This is an optimization exercise on Yosys and OpenROAD, whose aim is small area and few clock cycles, not a production implementation. In this exercise RTL edits were held to simulation tests only and were not proved equivalent to the original.

File: design.v
module FIFO
#(
  parameter DEPTH=8,
  parameter DATA_WIDTH=8
)
(
  input  clk,
  input  rst_n,
  input  rden,
  input  wren,
  input  [DATA_WIDTH-1:0] i_data,
  output [DATA_WIDTH-1:0] o_data,
  output full,
  output empty
);
  localparam ADDR_WIDTH = $clog2(DEPTH);
  reg [DATA_WIDTH-1:0] mem [0:DEPTH-1];
  reg [ADDR_WIDTH-1:0] rd_ptr;
  reg [ADDR_WIDTH-1:0] wr_ptr;
  reg [ADDR_WIDTH:0] count;
  assign full  = (count == DEPTH);
  assign empty = (count == 0);
  assign o_data = mem[rd_ptr];
  always @(posedge clk or negedge rst_n) begin
    if (~rst_n) begin
      wr_ptr <= {ADDR_WIDTH{1'b0}};
    end
    else if (wren && !full) begin
      mem[wr_ptr] <= i_data;
      wr_ptr <= wr_ptr + 1'b1;
    end
  end
  always @(posedge clk or negedge rst_n) begin
    if (~rst_n) begin
      rd_ptr <= {ADDR_WIDTH{1'b0}};
    end
    else if (rden && !empty) begin
      rd_ptr <= rd_ptr + 1'b1;
    end
  end
  always @(posedge clk or negedge rst_n) begin
    if (~rst_n) begin
      count <= {(ADDR_WIDTH+1){1'b0}};
    end
    else begin
      case ({wren && !full, rden && !empty})
        2'b10:   count <= count + 1'b1;   
        2'b01:   count <= count - 1'b1;   
        default: count <= count;           
      endcase
    end
  end
endmodule
module MAC #
(
  parameter DATA_WIDTH = 8
)
(
  input clk,
  input rst_n,
  input En,
  input Clr,
  input [DATA_WIDTH-1:0] Ain,
  input [DATA_WIDTH-1:0] Bin,
  output [DATA_WIDTH*3-1:0] Cout
);
  reg [DATA_WIDTH*3-1:0] accumulator;
  wire [DATA_WIDTH*2-1:0] product;
  assign product = Ain * Bin;
  assign Cout = accumulator;
  always @(posedge clk or negedge rst_n) begin
    if (~rst_n) begin
      accumulator <= {(DATA_WIDTH*3){1'b0}};
    end
    else if (Clr) begin
      accumulator <= {(DATA_WIDTH*3){1'b0}};
    end
    else if (En) begin
      accumulator <= accumulator + product;
    end
  end
endmodule
module data_fetcher (
    input  logic        clk,
    input  logic        rst_n,
    input  logic        start,           
    output logic [31:0] mem_address,
    output logic        mem_read,
    input  logic [63:0] mem_readdata,
    input  logic        mem_readdatavalid,
    input  logic        mem_waitrequest,
    output logic [7:0]  fifo_data,       
    output logic [3:0]  fifo_sel,        
    output logic        fifo_wren,       
    output logic        done             
);
    typedef enum logic [2:0] {
        IDLE,
        READ_REQ,
        WAIT_DATA,
        WRITE_FIFO,
        FETCH_DONE
    } state_t;
    state_t state;
    logic [3:0]  row_cnt;       
    logic [2:0]  byte_cnt;      
    logic [63:0] row_data;      
    always_ff @(posedge clk or negedge rst_n) begin
        if (~rst_n) begin
            state    <= IDLE;
            row_cnt  <= 4'd0;
            byte_cnt <= 3'd0;
            row_data <= 64'd0;
        end
        else begin
            case (state)
                IDLE: begin
                    if (start) begin
                        row_cnt  <= 4'd0;
                        byte_cnt <= 3'd0;
                        state    <= READ_REQ;
                    end
                end
                READ_REQ: begin
                    state <= WAIT_DATA;
                end
                WAIT_DATA: begin
                    if (mem_readdatavalid) begin
                        row_data <= mem_readdata;
                        byte_cnt <= 3'd0;
                        state    <= WRITE_FIFO;
                    end
                end
                WRITE_FIFO: begin
                    if (byte_cnt == 3'd7) begin
                        if (row_cnt == 4'd8) begin
                            state <= FETCH_DONE;    
                        end
                        else begin
                            row_cnt <= row_cnt + 4'd1;
                            state   <= READ_REQ;    
                        end
                    end
                    else begin
                        byte_cnt <= byte_cnt + 3'd1;
                    end
                end
                FETCH_DONE: begin
                end
                default: state <= IDLE;
            endcase
        end
    end
    assign mem_address = {28'd0, row_cnt};
    assign mem_read    = (state == READ_REQ);
    assign fifo_sel  = row_cnt;
    assign fifo_wren = (state == WRITE_FIFO);
    assign fifo_data = row_data[(7 - byte_cnt) * 8 +: 8];
    assign done = (state == FETCH_DONE);
endmodule
module matrix_vector_multiplier #(
    parameter DATA_WIDTH = 8,
    parameter DIM = 8,
    parameter DEPTH = 8
) (
    input  logic        clk,
    input  logic        rst_n,
    input  logic [DATA_WIDTH-1:0] fifo_data,
    input  logic [3:0]            fifo_sel,      
    input  logic                  fifo_wren,
    input  logic                  fetch_done,    
    output logic [DIM*DATA_WIDTH*3-1:0] result,   
    output logic                    done
);
    typedef enum logic [1:0] {
        IDLE,
        EXEC,
        DONE_ST
    } state_t;
    state_t state;
    logic [3:0] exec_cnt;        
    logic       en_src;          
    logic [DIM-1:0]        a_fifo_wren;
    logic [DIM-1:0]        a_fifo_rden;
    logic [DIM-1:0]        a_fifo_full;
    logic [DIM-1:0]        a_fifo_empty;
    logic [DATA_WIDTH-1:0] a_fifo_out [0:DIM-1];
    logic                  b_fifo_wren;
    logic                  b_fifo_rden;
    logic                  b_fifo_full;
    logic                  b_fifo_empty;
    logic [DATA_WIDTH-1:0] b_fifo_out;
    logic [DIM-2:0]        en_delay;                     
    logic [DATA_WIDTH-1:0] b_delay [0:DIM-2];            
    logic [DATA_WIDTH*3-1:0] mac_out [0:DIM-1];
    genvar gi;
    generate
        for (gi = 0; gi < DIM; gi = gi + 1) begin : a_wr_demux
            assign a_fifo_wren[gi] = fifo_wren && (fifo_sel == gi);
        end
    endgenerate
    assign b_fifo_wren = fifo_wren && (fifo_sel == 4'd8);
    generate
        for (gi = 0; gi < DIM; gi = gi + 1) begin : a_fifos
            FIFO #(
                .DEPTH(DEPTH),
                .DATA_WIDTH(DATA_WIDTH)
            ) a_fifo (
                .clk(clk),
                .rst_n(rst_n),
                .rden(a_fifo_rden[gi]),
                .wren(a_fifo_wren[gi]),
                .i_data(fifo_data),
                .o_data(a_fifo_out[gi]),
                .full(a_fifo_full[gi]),
                .empty(a_fifo_empty[gi])
            );
        end
    endgenerate
    FIFO #(
        .DEPTH(DEPTH),
        .DATA_WIDTH(DATA_WIDTH)
    ) b_fifo (
        .clk(clk),
        .rst_n(rst_n),
        .rden(b_fifo_rden),
        .wren(b_fifo_wren),
        .i_data(fifo_data),
        .o_data(b_fifo_out),
        .full(b_fifo_full),
        .empty(b_fifo_empty)
    );
    assign b_fifo_rden = en_src;
    generate
        for (gi = 0; gi < DIM; gi = gi + 1) begin : a_rden
            assign a_fifo_rden[gi] = (gi == 0) ? en_src : en_delay[gi-1];
        end
    endgenerate
    always_ff @(posedge clk or negedge rst_n) begin
        if (~rst_n) begin
            en_delay <= '0;
            for (int i = 0; i < DIM-1; i++)
                b_delay[i] <= '0;
        end
        else begin
            en_delay[0] <= en_src;
            b_delay[0]  <= b_fifo_out;
            for (int i = 1; i < DIM-1; i++) begin
                en_delay[i] <= en_delay[i-1];
                b_delay[i]  <= b_delay[i-1];
            end
        end
    end
    generate
        for (gi = 0; gi < DIM; gi = gi + 1) begin : macs
            MAC #(
                .DATA_WIDTH(DATA_WIDTH)
            ) mac_inst (
                .clk(clk),
                .rst_n(rst_n),
                .En((gi == 0) ? en_src : en_delay[gi-1]),
                .Clr(state == IDLE),
                .Ain(a_fifo_out[gi]),
                .Bin((gi == 0) ? b_fifo_out : b_delay[gi-1]),
                .Cout(mac_out[gi])
            );
        end
    endgenerate
    always_ff @(posedge clk or negedge rst_n) begin
        if (~rst_n) begin
            state    <= IDLE;
            en_src   <= 1'b0;
            exec_cnt <= 4'd0;
        end
        else begin
            case (state)
                IDLE: begin
                    en_src   <= 1'b0;
                    exec_cnt <= 4'd0;
                    if (fetch_done) begin
                        state  <= EXEC;
                        en_src <= 1'b1;   
                    end
                end
                EXEC: begin
                    exec_cnt <= exec_cnt + 4'd1;
                    if (exec_cnt == 4'd7)
                        en_src <= 1'b0;       
                    if (exec_cnt == 4'd14)
                        state <= DONE_ST;     
                end
                DONE_ST: begin
                end
                default: state <= IDLE;
            endcase
        end
    end
    generate
        for (gi = 0; gi < DIM; gi = gi + 1) begin : result_out
            assign result[gi*DATA_WIDTH*3 +: DATA_WIDTH*3] = mac_out[gi];
        end
    endgenerate
    assign done = (state == DONE_ST);
endmodule
module matvec_top (
    input  logic        clk,
    input  logic        rst_n,
    input  logic        start,
    output logic [31:0] mem_address,
    output logic        mem_read,
    input  logic [63:0] mem_readdata,
    input  logic        mem_readdatavalid,
    input  logic        mem_waitrequest,
    output logic [23:0] result0,
    output logic [23:0] result1,
    output logic [23:0] result2,
    output logic [23:0] result3,
    output logic [23:0] result4,
    output logic [23:0] result5,
    output logic [23:0] result6,
    output logic [23:0] result7,
    output logic        done
);
    logic [7:0]   fifo_data;
    logic [3:0]   fifo_sel;
    logic         fifo_wren;
    logic         fetch_done;
    logic [191:0] result;
    data_fetcher fetcher (
        .clk(clk),
        .rst_n(rst_n),
        .start(start),
        .mem_address(mem_address),
        .mem_read(mem_read),
        .mem_readdata(mem_readdata),
        .mem_readdatavalid(mem_readdatavalid),
        .mem_waitrequest(mem_waitrequest),
        .fifo_data(fifo_data),
        .fifo_sel(fifo_sel),
        .fifo_wren(fifo_wren),
        .done(fetch_done)
    );
    matrix_vector_multiplier #(
        .DATA_WIDTH(8),
        .DIM(8),
        .DEPTH(8)
    ) multiplier (
        .clk(clk),
        .rst_n(rst_n),
        .fifo_data(fifo_data),
        .fifo_sel(fifo_sel),
        .fifo_wren(fifo_wren),
        .fetch_done(fetch_done),
        .result(result),
        .done(done)
    );
    assign result0 = result[ 23:  0];
    assign result1 = result[ 47: 24];
    assign result2 = result[ 71: 48];
    assign result3 = result[ 95: 72];
    assign result4 = result[119: 96];
    assign result5 = result[143:120];
    assign result6 = result[167:144];
    assign result7 = result[191:168];
endmodule
File: run.sh
#!/bin/bash
# synth_recipe.tcl (not shown) runs the flow's synth.tcl, then flattens the netlist and writes it again
# the make line also repeats each setting of config.mk as NAME=value (left out here)
make -C /OpenROAD-flow-scripts/flow DESIGN_CONFIG=/design/flow/config.mk WORK_HOME=/design/flow/orfs CLKGATE_MAP_FILE= SYNTH_SCRIPT=/design/flow/synth_recipe.tcl finish
File: config.mk
export PLATFORM = sky130hd
export DESIGN_NAME = matvec_top
export DESIGN_NICKNAME = matvec_top
export VERILOG_FILES = /design/flow/design.v
export SDC_FILE = /design/flow/constraint.sdc
export NUM_CORES = 8
export LEC_CHECK = 0
export CAP_MARGIN = 20
export CORE_MARGIN = 2
export CORE_UTILIZATION = 30
export SLEW_MARGIN = 20
File: constraint.sdc
create_clock -name core_clock -period 10.0 [get_ports {clk}]
set_input_delay 2.0000 -clock core_clock [delete_from_list [all_inputs] [get_ports {clk}]]
set_output_delay 2.0000 -clock core_clock [all_outputs]
set_load 0.01 [all_outputs]
==> impl_metrics.toml <==
[clocking]
cts_sinks = 1002
clk_pin_slew_ps = 60
clk_latency_ps = 760
cts_buffers = 114
root_buffer = "clkbuf_16"
cts_tree = "yes"
h-tree-depth = 3
hold_buffers = 0
cts_setup_buffers = 0
clk_path_buf_depth = 3
ctsResizeCount = 0

[critical_path]
crit_start = "multiplier.a_fifos[6].a_fifo.rd_ptr[2]"
crit_end = "multiplier.macs[6].mac_inst.accumulator[20]"
path_class = "flop to flop"
cp.required_ps = 10670
reg2reg_from = "multiplier.a_fifos[6].a_fifo.rd_ptr[2]"
rrSetupSlack_ps = 2900
rr_worst_depth = 19
path_max_fanout = 20
cp-start-kind = "flop"
worstSetupEndpointType = "flop"
cp.arrival_ps = 7770
r2r-end = "multiplier.macs[6].mac_inst.accumulator[20]"

[logic_synthesis]
synth-seq-area-share_pct = 44.0
synth_edf_count = 576
synth_ff_type = "edfxtp_1"
netlist_area_um2 = 63600
yosys.area.top_type = "edfxtp_1"
yosysTopAreaCellShare_pct = 27.2
synth_cells = 5632
synthArstFlopShare_pct = 42.5
yosys_warnings = 9
synth-seq-cells = 1002
syn_avg_cell_area_um2 = 11.3
ys_top_cells_by_area = "edfxtp_1, dfrtp_1, fa_1"
synth_cell_types = 112

[global_routing]
antenna_found_initial = 5
overflow = 0
track_usage_pct = 14.5
grt_max_degree = 109
grt_pass1_wl_um = 249000
grt_pass1_vias = 43200

[sta]
timing.slew.headroom_pct = 28.6
fin_skew_ps = 48.6
tightest_slew_ps = 1070
rsz0062_at_grt = "no"
max_freq_mhz = 141
period_share_pct = 71.0
maxSlewViolCount = 0
finalWorstSetupSlack_ps = 2900
min_period_ps = 7100
finalSetupTns_ps = 0
finalSetupViolations = 0
hold_viol = 0

[routing]
antenna_left = 0
routedWlPerCell_um = 17.9
vias = 41900
routed_wl_um = 157000
drt_iter0_markers = 3060
dr.pass1.iters = 6
vias_per_cell = 4.77
drc_errors = 0

[final_layout]
nets = 6817
seqCellArea_um2 = 28000
drive_above_1_share_pct = 7.57
multiInputGateArea_um2 = 31400
areaGrowthSynthToFinish_pct = 14.9
mostFrequentLayoutCells = "inv_1, edfxtp_1, ha_1, dfrtp_1, fa_1"
nFillCells = 20900
final_common_cell = "inv_1"

[outcome]
status = "no timing/DRC/antenna violations"

[place]
gp_congestion = 0.832
dp_slack_ps = 2770
io_buffers = 265
dpl.hpwl_um = 112000

[min_path]
min_from = "multiplier.a_fifos[5].a_fifo.count[3]"
hp-class = "flop to flop"

[die]
die_h_um = 464
design.die.area_um2 = 216000
start_util_pct = 30.1
ioPinCount = 295
core_um2 = 211000
die_x_um = 464
rows = 169

[power]
peakVddDrop_uv = 243
total_power_mw = 14.7
powerDensity_nw_per_um2 = 201
p_leak_nw = 30.9

[run]
max_cap_violations = 0
-- sequential cells by signal, summed over array words and instances, names as in the netlist, 4 cells and up --
signal,cells
multiplier.a_fifos.a_fifo.mem,512
multiplier.b_fifo.mem,64
multiplier.macs.mac_inst.accumulator,192
multiplier.b_delay,56
multiplier.b_fifo.count,4
multiplier.a_fifos.a_fifo.count,32
multiplier.exec_cnt,4
multiplier.a_fifos.a_fifo.rd_ptr,24
multiplier.en_delay,7
multiplier.a_fifos.a_fifo.wr_ptr,24
fetcher.row_data,64
fetcher.row_cnt,4
-- layout make-up --
cell class | instances | area share [%]
antenna | 3 | 0.0103
clock buffer | 139 | 4.09
clock inverter | 78 | 1.21
inverter | 905 | 4.65
multi-input combinational | 3550 | 43.0
sequential | 1002 | 38.3
tap | 2821 | 4.83
timing repair buffer | 295 | 3.97
-- cells in the mapped netlist, types with 18 or more instances --
cell type and number:
nand2b_1 50, ha_1 471, and3_1 88, o21ai_0 150, edfxtp_1 576, nor3_1 77
mux2_2 142, a211oi_1 43, mux2i_1 97, a221oi_1 75, o211ai_1 23, a21oi_1 177
a31oi_1 43, buf_4 30, buf_2 45, nor2_1 295, nand2_1 383, nand3_1 60
nor2b_1 22, a21o_1 38, inv_1 903, fa_1 409, or3_1 27, nand4_1 20
buf_1 40, and2_1 318, o21a_1 25, xnor2_1 69, clkbuf_1 80, dfrtp_1 426
or2_2 18, a222oi_1 75, xor2_1 32
-- cell families after synthesis --
kind of cell / count (synthesis) / synth area share (%)
buffers and inverters: 1107 / 6.85
multiplexers: 258 / 4.67
XOR/XNOR: 101 / 1.39
flip-flops: 1002 / 44.0
adder cells (fa/ha/maj): 880 / 22.1
other: 1 / 0.00590
AO/OA/AOI/OAI: 845 / 9.52
AND/OR/NAND/NOR: 1438 / 11.5
-- worst min-delay path by stage --
stage / endpoint / slack [ps] / depth (start not counted)
CTS: multiplier.a_fifos[5].a_fifo.count[3] / 500 / 1
detailed placement: multiplier.a_fifos[1].a_fifo.count[3] / 490 / 1
floorplan: multiplier.en_delay[0] / 350 / 0
global route: multiplier.a_fifos[7].a_fifo.count[3] / 510 / 1
global placement: multiplier.a_fifos[5].a_fifo.count[3] / 480 / 1
finish: multiplier.a_fifos[5].a_fifo.count[3] / 490 / 1
-- worst max-delay path, cell delays in order, from the launching register on --
cell      delay, ps
dfrtp_1         870
ha_1            530
nor2_1           70
nand2_1         470
nor2_1           80
a41oi_1         610
nand2_1         180
fa_1            520
fa_1            500
inv_1            60
fa_1            480
inv_1            50
fa_1            480
inv_1            50
ha_1            330
o311ai_0        610
nor3_1          120
a31oi_1         650
o21ai_0         180
a21oi_1         150
-- per-stage QoR --
stage	cells	util [%]	hold WS (ps)	area [um2]
after floorplan	5659	-	352	63700
after global placement	8573	32.7	477	69200
after detailed placement	8573	32.7	488	69200
after CTS	8790	34.6	499	73100
after global routing	8791	34.6	506	73100
final	8793	34.6	493	73100
-- report_power, final --
part	internal (mW)	switching (mW)
Clock	2.47	1.89
Combinational	1.47	2.88
Sequential	5.67	0.268
-- layer usage --
metal / vias up / global-route usage, % / routed length [um]
met5: - / 0 / 13
li1: 19800 / - / -
met2: 838 / 24.7 / 76600
met1: 21100 / 18.8 / 69200
met3: 218 / 2.34 / 6800
met4: 2 / 4.41 / 4670
Testbench counts, summed over its fixed seeds: cycles 36,285.

afterwards: timing with drivers on the ports:
Ports are ideal in the flow. The routed layout listed here was re-timed in OpenROAD.
Step 1: set_driving_cell puts a clkbuf_16 on clk and a buf_2 on each other input, an assumption about the parent block.
Step 2 moves the port delays by t, midway between the first and last clock arrival at a register: inputs arrive t later, outputs are due t later. That takes back most of the time a late clock gives input paths.
Slacks: ideal ports / drivers / drivers and shift; pairs: ideal ports / drivers.
t, ns: 0.820
slack for setup (ns): 2.904 / 2.904 / 2.904
cell pins on the clock port's net: 1
After both steps setup and hold are still met in this run. For this run, drivers alone change the setup slack by 0.000 ns; drivers and shift together by 0.000 ns.
